Source: an optimization exercise on an open RTL-to-GDS flow (aim: small area, a short achievable clock period and few clock cycles). Production flows keep margins and buffers that such runs may drop. RTL that was checked went through simulation tests only; none was proved equivalent to the original.

// kmeans_top
module kmeans_top #
(
    parameter K = 8,
    parameter D = 4,
    parameter W = 8,
    parameter N = 128
)
(
    input clk,
    input rst,
    input start,
    input signed [D*W-1:0] point_flat,
    input signed [K*D*W-1:0] init_centroid_flat,
    output done,
    output [6:0] point_addr,
    output signed [K*D*W-1:0] final_centroid_flat
);
Size in the first run: about 8200 cells after synthesis, about 1200 flip-flops, roughly 0.097 mm^2 of cells after synthesis.
export LEC_CHECK = 0
export ABC_CLOCK_PERIOD_IN_PS = 9000
export CAP_MARGIN = 20
export CORE_MARGIN = 2
export CORE_UTILIZATION = 65
export PLACE_DENSITY = 0.75
export SLEW_MARGIN = 20
export SYNTH_HIERARCHICAL = 1
create_clock -name core_clock -period 40.0 [get_ports {clk}]
standard.sh (not shown) runs the stock make flow with config.mk's settings and CLKGATE_MAP_FILE= SYNTH_SCRIPT=/design/flow/synth_recipe.tcl, a recipe that flattens the netlist after the stock synthesis.
==> flow/flow/run.sh <==
#!/bin/bash
# Layout flow: the standard synthesis unchanged, then the standard
# layout steps, with
#  - the timing repair asked to leave SETUP_SLACK_MARGIN ns of setup slack,
#    i.e. to aim at a shorter period than the constraint's 40 ns;
#  - small port buffers (every port still gets its own buffer);
#  - clock tree synthesis without dummy loads.
set -euo pipefail
MARGIN=30.3
CTS="-sink_clustering_enable -repair_clock_nets -dont_use_dummy_load -sink_clustering_size 20 -sink_clustering_max_diameter 100"
bash standard.sh synth > synth.log 2>&1
sed "s|CLKGATE_MAP_FILE= |CLKGATE_MAP_FILE= SETUP_SLACK_MARGIN=$MARGIN 'BUFFER_PORTS_ARGS=-buffer_cell sky130_fd_sc_hd__buf_1' 'CTS_ARGS=$CTS' |" standard.sh > layout.sh
bash layout.sh > layout.log 2>&1
Testbench counts at the start, summed over its fixed seeds: cycles 132,252.
Edit:
--- a/flow/flow/run.sh
+++ b/flow/flow/run.sh
@@ -7,5 +7,5 @@
 #  - clock tree synthesis without dummy loads.
 set -euo pipefail
-MARGIN=30.3
+MARGIN=30.6
 CTS="-sink_clustering_enable -repair_clock_nets -dont_use_dummy_load -sink_clustering_size 20 -sink_clustering_max_diameter 100"
 bash standard.sh synth > synth.log 2>&1
- CORE_UTILIZATION: 65 -> 75
- PLACE_DENSITY: 0.75 -> 0.85
The new run produced a clean layout.
Core utilization rises by 12 points.
Count of clock-buffer cells in the layout stays the same.
Via count came out higher by 6.5%.
Final area grows by 0.92%.
Worst hold slack gains 15 ps.
Wire length climbs by 4.0%.
Area after synthesis does not change.
Global-route usage is higher by 8.5 points.
Setup slack gets better by 280 ps.

Starting RTL as in the previous note.
clock: 40.0 ns
lec_check: 0
abc_clock_period_in_ps: 9000
cap_margin: 20
core_margin: 2
core_utilization: 65
place_density: 0.75
slew_margin: 20
synth_hierarchical: 1
==> flow/flow/run.sh <==
#!/bin/bash
# Layout flow: the standard synthesis unchanged, then the standard
# layout steps, with
#  - the timing repair asked to leave SETUP_SLACK_MARGIN ns of setup slack,
#    i.e. to aim at a shorter period than the constraint's 40 ns;
#  - small port buffers (every port still gets its own buffer);
#  - clock tree synthesis without dummy loads.
set -euo pipefail
MARGIN=30.8
CTS="-sink_clustering_enable -repair_clock_nets -dont_use_dummy_load -sink_clustering_size 20 -sink_clustering_max_diameter 100"
bash standard.sh synth > synth.log 2>&1
sed "s|CLKGATE_MAP_FILE= |CLKGATE_MAP_FILE= SETUP_SLACK_MARGIN=$MARGIN 'BUFFER_PORTS_ARGS=-buffer_cell sky130_fd_sc_hd__buf_1' 'CTS_ARGS=$CTS' |" standard.sh > layout.sh
bash layout.sh > layout.log 2>&1
The baseline completed without violations.
Testbench counts at the start, summed over its fixed seeds: cycles 132,252.
==> next run, changes <==
--- a/flow/flow/run.sh
+++ b/flow/flow/run.sh
@@ -8,4 +8,4 @@
 set -euo pipefail
-MARGIN=30.8
-CTS="-sink_clustering_enable -repair_clock_nets -dont_use_dummy_load -sink_clustering_size 20 -sink_clustering_max_diameter 100"
+MARGIN=31
+CTS="-sink_clustering_enable -repair_clock_nets -dont_use_dummy_load"
 bash standard.sh synth > synth.log 2>&1
Worst hold slack gets better by 22 ps.
Wire length goes up by 4.1%.
Worst setup slack loses 130 ps.
Design area grows by 2.3%.

## main
kmeans_top, a different RTL version from the one above (not shown whole).
Size in the first run: roughly 7700 cells after synthesis, roughly 1200 flip-flops, ~560 I/O pins, roughly 99000 um^2 of cells after synthesis.
Settings: LEC_CHECK=0, ABC_CLOCK_PERIOD_IN_PS=9000, CAP_MARGIN=20, CORE_MARGIN=2, CORE_UTILIZATION=40, SLEW_MARGIN=20, SYNTH_HIERARCHICAL=1; clock period 40.0 ns.
==> flow/flow/run.sh <==
#!/bin/bash
# Layout flow: the standard synthesis unchanged, then the standard
# layout steps, with
#  - the timing repair asked to leave SETUP_SLACK_MARGIN ns of setup slack,
#    i.e. to aim at a shorter period than the constraint's 40 ns;
#  - small port buffers (every port still gets its own buffer).
set -euo pipefail
MARGIN=31
bash standard.sh synth > synth.log 2>&1
sed "s|CLKGATE_MAP_FILE= |CLKGATE_MAP_FILE= SETUP_SLACK_MARGIN=$MARGIN 'BUFFER_PORTS_ARGS=-buffer_cell sky130_fd_sc_hd__buf_1' |" standard.sh > layout.sh
bash layout.sh > layout.log 2>&1
No stage failed in main, and the final checks on the layout all came back clean.
For the feature branch, these inputs were changed with respect to main:
-- flow/flow/run.sh --
<<< main, line 8
MARGIN=31
>>> the feature branch, line 8
MARGIN=30.5
==> comparison <==
Compared with main, final routed wirelength across all metal layers in the feature branch decreased slightly.
Final cell count was higher in the run labelled main.
Ratio of final minimum period to clock period: the feature branch vs main — no meaningful difference
No run of this note included a check of the RTL's function; only the layout flow was run.

re-timing with driven ports:
The flow's constraints put no driver on any port. The routed layouts listed below were extracted and timed again, unchanged, in two steps.
Step 1 sets driving cells, clkbuf_16 on the clock port and buf_2 on the other inputs (assumed; they add their load-dependent delay and slew).
Step 2 adds t to the input delays and takes it off the output delays; t is the mean of the earliest and latest rising clock arrival at the registers after step 1. Input paths then give back, and output paths get back, about the clock's delay inside the block.
Slacks: ideal / step 1 / step 2; pairs: ideal / step 1.
run | shift t [ns] | slack for setup (ns) | cell pins on the clock port's net
the first run of note 1 | 0.786 | 30.298 / 30.216 / 29.643 | 1
the second run of note 1 | 0.791 | 30.576 / 30.491 / 29.848 | 1
the first run of note 2 | 0.797 | 30.656 / 30.568 / 29.985 | 1
the second run of note 2 | 0.843 | 30.524 / 30.435 / 30.259 | 1
main | 0.889 | 30.230 / 30.148 / 30.142 | 1
the feature branch | 0.905 | 30.269 / 30.183 / 29.530 | 1
After both steps setup and hold are still met in every run listed. For the feature branch, which loses most, drivers alone change the setup slack by -0.086 ns; drivers and shift together by -0.739 ns.
